What follows belongs to an exercise in optimizing a design on an open flow for a short achievable clock period and few clock cycles; a production flow would make more cautious choices. No activity file was given, so power comes from the tool's default toggle rates.

==> flow/design.v <==
module ks_add #(parameter W = 20, parameter L = 5) (
 input  [W-1:0] a,
 input  [W-1:0] b,
 output [W-1:0] s
);
 wire [W-1:0] g [0:L];
 wire [W-1:0] p [0:L];
 wire [W-1:0] t = a | b;
 assign g[0] = a & b;
 assign p[0] = t;
 genvar l, i;
 generate
  for (i = 0; i < W; i = i + 1) begin : lv1
   if (i >= 1) begin : comb
    assign g[1][i] = g[0][i] | ((t[i] & a[i-1]) & b[i-1]);
    assign p[1][i] = t[i] & t[i-1];
   end else begin : thru
    assign g[1][i] = g[0][i];
    assign p[1][i] = p[0][i];
   end
  end
  for (l = 1; l < L; l = l + 1) begin : lvl
   for (i = 0; i < W; i = i + 1) begin : col
    if (i >= (1 << l)) begin : comb
     assign g[l+1][i] = g[l][i] | (p[l][i] & g[l][i-(1<<l)]);
     assign p[l+1][i] = p[l][i] & p[l][i-(1<<l)];
    end else begin : thru
     assign g[l+1][i] = g[l][i];
     assign p[l+1][i] = p[l][i];
    end
   end
  end
 endgenerate
 assign s = (a ^ b) ^ {g[L][W-2:0], 1'b0};
endmodule
module cmp_signed #(parameter W = 20, parameter L = 5) (
 input  [W-1:0] a,
 input  [W-1:0] b,
 output lt,
 output eq
);
 localparam N = 1 << L;
 wire [N-1:0] al, bl;      
 assign al = {{(N-W){1'b0}}, b[W-1], a[W-2:0]};
 assign bl = {{(N-W){1'b0}}, a[W-1], b[W-2:0]};
 wire [N-1:0] e0 = ~(al ^ bl);
 wire [N-1:0] lv [0:L];
 wire [N-1:0] ev [0:L];
 genvar k, j;
 generate
  for (j = 0; j < N / 2; j = j + 1) begin : lv1
   assign lv[1][j] = (~al[2*j+1] & bl[2*j+1]) | ((e0[2*j+1] & ~al[2*j]) & bl[2*j]);
   assign ev[1][j] = e0[2*j+1] & e0[2*j];
  end
  assign lv[1][N-1:N/2] = {(N/2){1'b0}};
  assign ev[1][N-1:N/2] = {(N/2){1'b0}};
  for (k = 1; k < L; k = k + 1) begin : lvl
   for (j = 0; j < (N >> (k + 1)); j = j + 1) begin : node
    assign lv[k+1][j] = lv[k][2*j+1] | (ev[k][2*j+1] & lv[k][2*j]);
    assign ev[k+1][j] = ev[k][2*j+1] & ev[k][2*j];
   end
   assign lv[k+1][N-1:(N >> (k + 1))] = {(N - (N >> (k + 1))){1'b0}};
   assign ev[k+1][N-1:(N >> (k + 1))] = {(N - (N >> (k + 1))){1'b0}};
  end
 endgenerate
 assign lt = lv[L][0];
 assign eq = ev[L][0];
endmodule
module CPU(
 input clk,
 input rst,
 output [9:0] imem_addr,
 input  [19:0] imem_rdata,
 output [9:0] dmem_addr,
 output [19:0] dmem_wdata,
 output dmem_we,
 input  [19:0] dmem_rdata
);
 reg  [9:0] fpc;           
 reg        dv;            
 reg  [9:0] dpc, dpc1;     
 assign imem_addr = fpc;
 wire [9:0] fpc_inc = fpc + 10'd1;
 wire [19:0] di = imem_rdata;
 wire [3:0]  dop = di[19:16];
 wire d_jump = dop == 4'h8;
 wire d_br   = dop[3] & (dop[2] | (dop[1] & dop[0]));
 wire d_back = d_br & di[7];
 wire [9:0] d_jt, d_bt;
 ks_add #(10, 4) d_jadd (.a(dpc1), .b(di[9:0]), .s(d_jt));
 ks_add #(10, 4) d_badd (.a(dpc1), .b({{5{di[7]}}, di[7:3]}), .s(d_bt));
 reg  [19:0] ir;
 reg         rv;           
 reg  [9:0]  rpc, rpc1;
 reg         rhold;        
 reg         r_bp;         
 reg         r_fb;         
 wire [3:0]  rop = ir[19:16];
 wire r_alu = ~rop[3];
 wire r_jmp = rop == 4'h8;
 wire r_ld  = rop == 4'h9;
 wire r_st  = rop == 4'hA;
 wire r_br  = rop[3] & (rop[2] | (rop[1] & rop[0]));
 wire r_fbv = rv & r_fb;
 reg  [3:0] ra_addr, rb_addr;     
 wire [9:0] r_bt, r_jt;
 ks_add #(10, 4) r_badd (.a(rpc1), .b({{5{ir[7]}}, ir[7:3]}), .s(r_bt));
 ks_add #(10, 4) r_jadd (.a(rpc1), .b(ir[9:0]), .s(r_jt));
 wire [9:0] r_succ = r_jmp ? r_jt : rpc1;
 wire d_alu = ~dop[3];
 wire d_st  = dop == 4'hA;
 wire [3:0] d_aa = dop[3] ? di[15:12] : di[11:8];
 wire [3:0] d_ba = dop[3] ? di[11:8]  : di[7:4];
 wire d_usea = d_alu | d_st | d_br;
 wire d_useb = (d_alu & ~dop[0]) | d_br;
 wire d_lu = dv & rv & ~rhold & r_ld &
             ((d_usea & (d_aa == ir[15:12])) | (d_useb & (d_ba == ir[15:12])));
 wire d_jr = dv & d_jump & ~r_fbv;              
 wire d_bk = dv & d_back & ~r_fbv;              
 reg  [19:0] ea, eb;
 reg         ev, e_wr, e_ld, e_br, e_bp;
 reg  [3:0]  e_dst;
 reg  [3:0]  e_fs;         
 reg  [2:0]  e_nzp;
 reg  [9:0]  e_t, e_f;     
 reg  [9:0]  dma;
 reg  [19:0] dmw;
 reg         dmwe;
 assign dmem_addr  = dma;
 assign dmem_wdata = dmw;
 assign dmem_we    = dmwe;
 wire [19:0] e_sum;
 ks_add #(20) e_add (.a(ea), .b(eb), .s(e_sum));
 wire [19:0] e_res = ({20{e_fs[0]}} & e_sum) | ({20{e_fs[1]}} & (ea & eb)) |
                     ({20{e_fs[2]}} & (ea | eb)) | ({20{e_fs[3]}} & (ea ^ eb));
 wire e_lt, e_eq;
 cmp_signed #(20) e_cmp (.a(ea), .b(eb), .lt(e_lt), .eq(e_eq));
 wire e_taken = e_eq ? e_nzp[1] : e_lt ? e_nzp[2] : e_nzp[0];
 wire e_act = ev & e_br;
 wire rt_hit = rv & (rpc == e_t), rn_hit = rv & (rpc == e_f);
 wire dt_hit = dv & ~r_fbv & (dpc == e_t), dn_hit = dv & ~r_fbv & (dpc == e_f);
 wire ft_hit = fpc == e_t,        fn_hit = fpc == e_f;
 wire fbn = e_bp & rn_hit;         
 wire killR_t = e_act & ~rt_hit;
 wire killR_n = e_act & ~rn_hit;
 wire killD_t = e_act & ~rt_hit & ~dt_hit;
 wire killD_n = e_act & (fbn | (~rn_hit & ~dn_hit));
 wire keepf_t = e_act & ~rt_hit & ~dt_hit & ft_hit;
 wire keepf_n = e_act & ~fbn & ~rn_hit & ~dn_hit & fn_hit;
 wire redir_t = e_act & ~rt_hit & ~dt_hit & ~ft_hit;
 wire redir_n = e_act & (fbn | (~rn_hit & ~dn_hit & ~fn_hit));
 wire [9:0] addr_n = fbn ? r_succ : e_f;
 reg  [19:0] w_res;
 reg         w_wr, w_ld;
 reg  [3:0]  w_dst;
 wire [19:0] w_val = w_ld ? dmem_rdata : w_res;
 reg [19:0] rf [0:15];
 integer i;
 always @(posedge clk) begin
  if (rst) begin
   for (i = 0; i < 16; i = i + 1) rf[i] <= 20'd0;
  end else if (w_wr) begin
   rf[w_dst] <= w_val;
  end
 end
 wire e_fwd = ev & e_wr & ~e_ld;
 wire [19:0] fa = (e_fwd & (e_dst == ra_addr)) ? e_res :
                  (w_wr & (w_dst == ra_addr)) ? w_val : rf[ra_addr];
 wire [19:0] fb = (e_fwd & (e_dst == rb_addr)) ? e_res :
                  (w_wr & (w_dst == rb_addr)) ? w_val : rf[rb_addr];
 wire r_go_t = rv & ~rhold & ~killR_t;   
 wire r_go_n = rv & ~rhold & ~killR_n;
 wire r_wr = r_alu | r_ld;
 wire rv_in = dv & ~(d_jump & ~r_fbv);
 wire rv_t = rhold ? rv : rv_in & ~killD_t;
 wire rv_n = rhold ? rv : rv_in & ~killD_n;
 wire rh_t = d_lu & ~killD_t;
 wire rh_n = d_lu & ~killD_n;
 wire rh_refetch = rhold & dv;
 wire ovr_t = redir_t | keepf_t;
 wire ovr_n = redir_n | keepf_n;
 wire [9:0] val_t = redir_t ? e_t : fpc_inc;
 wire [9:0] val_n = redir_n ? addr_n : fpc_inc;
 wire       dvv_t = keepf_t;
 wire       dvv_n = keepf_n;
 wire e_ovr = e_taken ? ovr_t : ovr_n;
 wire [9:0] e_val = e_taken ? val_t : val_n;
 wire e_dvv = e_taken ? dvv_t : dvv_n;
 wire s_j = ~rh_refetch & d_jr;
 wire s_b = ~rh_refetch & ~d_jr & d_bk;
 wire [9:0] d_oth = rh_refetch ? dpc : fpc_inc;
 wire [9:0] fpc_d = ({10{s_j}} & d_jt) | ({10{s_b}} & d_bt) | ({10{~s_j & ~s_b}} & d_oth);
 wire       dv_d  = ~rh_refetch & ~d_jr & ~(d_bk & d_lu);
 wire [9:0] fpc_next = ({10{e_ovr}} & e_val) | ({10{~e_ovr}} & fpc_d);
 wire       dv_next  = e_ovr ? e_dvv : dv_d;
 always @(posedge clk) begin
  if (rst) begin
   fpc <= 10'd1;           
   dv <= 1'b1;
   dpc <= 10'd0; dpc1 <= 10'd1;
   ra_addr <= 4'd0; rb_addr <= 4'd0;
   rv <= 1'b0; rhold <= 1'b0; r_bp <= 1'b0; r_fb <= 1'b0;
   ir <= 20'd0; rpc <= 10'd0; rpc1 <= 10'd0;
   ev <= 1'b0;
   e_wr <= 1'b0; e_ld <= 1'b0; e_br <= 1'b0; e_bp <= 1'b0;
   e_dst <= 4'd0; e_fs <= 4'd0; e_nzp <= 3'd0; e_t <= 10'd0; e_f <= 10'd0;
   ea <= 20'd0; eb <= 20'd0;
   dma <= 10'd0; dmw <= 20'd0; dmwe <= 1'b0;
   w_res <= 20'd0; w_wr <= 1'b0; w_ld <= 1'b0; w_dst <= 4'd0;
  end else begin
   dpc <= fpc;
   dpc1 <= fpc_inc;
   fpc <= fpc_next;
   dv <= dv_next;
   rhold <= e_taken ? rh_t : rh_n;
   rv <= e_taken ? rv_t : rv_n;
   if (!rhold) begin
    ir <= di;
    ra_addr <= dop[3] ? di[15:12] : di[11:8];
    rb_addr <= dop[3] ? di[11:8]  : di[7:4];
    rpc <= dpc;
    rpc1 <= dpc1;
    r_bp <= d_bk;
    r_fb <= d_bk & ~d_lu;
   end
   ev <= e_taken ? r_go_t : r_go_n;
   e_wr <= e_taken ? r_go_t & r_wr : r_go_n & r_wr;
   e_ld <= r_ld;
   e_br <= r_br;
   e_bp <= r_bp;
   e_dst <= ir[15:12];
   e_fs <= r_alu ? (4'b0001 << rop[2:1]) : 4'b0000;
   e_nzp <= ir[2:0];
   e_t <= r_bt;
   e_f <= rpc1;
   ea <= fa;
   eb <= (r_alu & rop[0]) ? {{12{ir[7]}}, ir[7:0]} : fb;
   if (r_ld | r_st) dma <= ir[9:0];
   if (r_st) dmw <= fa;
   dmwe <= e_taken ? r_go_t & r_st : r_go_n & r_st;
   w_res <= e_res;
   w_wr <= e_wr;
   w_ld <= e_ld;
   w_dst <= e_dst;
  end
 end
endmodule
Settings: LEC_CHECK=0, ABC_CLOCK_PERIOD_IN_PS=2200, CAP_MARGIN=20, CORE_MARGIN=2, CORE_UTILIZATION=40, SETUP_SLACK_MARGIN=4.8, SLEW_MARGIN=20, TNS_END_PERCENT=100; clock period 7.0 ns.
run.sh (not shown) runs the stock make flow with config.mk's settings and CLKGATE_MAP_FILE= SYNTH_SCRIPT=/design/flow/synth_recipe.tcl, a recipe that flattens the netlist after the stock synthesis.
Edit:
--- a/flow/design.v
+++ b/flow/design.v
@@ -3,25 +3,15 @@
  input  [W-1:0] b,
  output [W-1:0] s
 );
  wire [W-1:0] g [0:L];
  wire [W-1:0] p [0:L];
- wire [W-1:0] t = a | b;
  assign g[0] = a & b;
- assign p[0] = t;
+ assign p[0] = a ^ b;
  genvar l, i;
  generate
-  for (i = 0; i < W; i = i + 1) begin : lv1
-   if (i >= 1) begin : comb
-    assign g[1][i] = g[0][i] | ((t[i] & a[i-1]) & b[i-1]);
-    assign p[1][i] = t[i] & t[i-1];
-   end else begin : thru
-    assign g[1][i] = g[0][i];
-    assign p[1][i] = p[0][i];
-   end
-  end
-  for (l = 1; l < L; l = l + 1) begin : lvl
+  for (l = 0; l < L; l = l + 1) begin : lvl
    for (i = 0; i < W; i = i + 1) begin : col
     if (i >= (1 << l)) begin : comb
      assign g[l+1][i] = g[l][i] | (p[l][i] & g[l][i-(1<<l)]);
      assign p[l+1][i] = p[l][i] & p[l][i-(1<<l)];
     end else begin : thru
@@ -29,40 +19,44 @@
      assign p[l+1][i] = p[l][i];
     end
    end
   end
  endgenerate
- assign s = (a ^ b) ^ {g[L][W-2:0], 1'b0};
+ assign s = p[0] ^ {g[L][W-2:0], 1'b0};
 endmodule
 module cmp_signed #(parameter W = 20, parameter L = 5) (
  input  [W-1:0] a,
  input  [W-1:0] b,
  output lt,
  output eq
 );
  localparam N = 1 << L;
- wire [N-1:0] al, bl;      
- assign al = {{(N-W){1'b0}}, b[W-1], a[W-2:0]};
- assign bl = {{(N-W){1'b0}}, a[W-1], b[W-2:0]};
- wire [N-1:0] e0 = ~(al ^ bl);
+ wire [N-1:0] l0, e0;
+ assign l0[W-1] = a[W-1] & ~b[W-1];
+ assign l0[W-2:0] = ~a[W-2:0] & b[W-2:0];
+ assign e0[W-1:0] = ~(a ^ b);
+ generate
+  if (N > W) begin : padding
+   assign l0[N-1:W] = {(N-W){1'b0}};
+   assign e0[N-1:W] = {(N-W){1'b1}};
+  end
+ endgenerate
  wire [N-1:0] lv [0:L];
  wire [N-1:0] ev [0:L];
+ assign lv[0] = l0;
+ assign ev[0] = e0;
  genvar k, j;
  generate
-  for (j = 0; j < N / 2; j = j + 1) begin : lv1
-   assign lv[1][j] = (~al[2*j+1] & bl[2*j+1]) | ((e0[2*j+1] & ~al[2*j]) & bl[2*j]);
-   assign ev[1][j] = e0[2*j+1] & e0[2*j];
-  end
-  assign lv[1][N-1:N/2] = {(N/2){1'b0}};
-  assign ev[1][N-1:N/2] = {(N/2){1'b0}};
-  for (k = 1; k < L; k = k + 1) begin : lvl
+  for (k = 0; k < L; k = k + 1) begin : lvl
    for (j = 0; j < (N >> (k + 1)); j = j + 1) begin : node
     assign lv[k+1][j] = lv[k][2*j+1] | (ev[k][2*j+1] & lv[k][2*j]);
     assign ev[k+1][j] = ev[k][2*j+1] & ev[k][2*j];
    end
-   assign lv[k+1][N-1:(N >> (k + 1))] = {(N - (N >> (k + 1))){1'b0}};
-   assign ev[k+1][N-1:(N >> (k + 1))] = {(N - (N >> (k + 1))){1'b0}};
+   if ((N >> (k + 1)) < N) begin : rest
+    assign lv[k+1][N-1:(N >> (k + 1))] = {(N - (N >> (k + 1))){1'b0}};
+    assign ev[k+1][N-1:(N >> (k + 1))] = {(N - (N >> (k + 1))){1'b0}};
+   end
   end
  endgenerate
  assign lt = lv[L][0];
  assign eq = ev[L][0];
 endmodule
Outcome: Cell area drops by 1.8%. Register-to-register slack is better by 0.20 ns. Via count drops by 3.7%. Wire length came out lower by 7.0%. Area after synthesis decreases by 2.1%. Sequential share of layout area rises by 0.62 points. Setup slack gets better by 0.17 ns. Utilization barely changes. Total power barely changes. First-iteration DRC count shrinks by 9.6%. Global-route usage shrinks by 0.58 points. Final cell count shrinks by 1.7%.
Function was not checked in any run of this note: the RTL went through the layout flow alone.

[re-timing with driven ports]
How much do the figures lean on ideal ports? The routed layouts below were timed once more, with nothing changed but the port constraints.
Step 1 (the two cells are an assumption about what drives the block):
set clk [get_ports {clk}]
set_driving_cell -lib_cell sky130_fd_sc_hd__clkbuf_16 $clk
set_driving_cell -lib_cell sky130_fd_sc_hd__buf_2 [delete_from_list [all_inputs] $clk]
Step 2 adds t to the input delays and takes it off the output delays; t is the mean of the earliest and latest rising clock arrival at the registers after step 1. Input paths then give back, and output paths get back, about the clock's delay inside the block.
Slacks: no drivers / after step 1 / after step 2; pairs: no drivers / after step 1.
run	t (ns)	setup slack, ns	hold slack, ns
the first run	0.749	3.746 / 3.688 / 3.204	0.462 / 0.462 / 0.462
the second run	0.707	3.916 / 3.937 / 3.230	0.457 / 0.457 / 0.457
After both steps setup and hold are still met in every run listed. For the second run, which loses most, drivers alone change the setup slack by +0.021 ns; drivers and shift together by -0.686 ns.
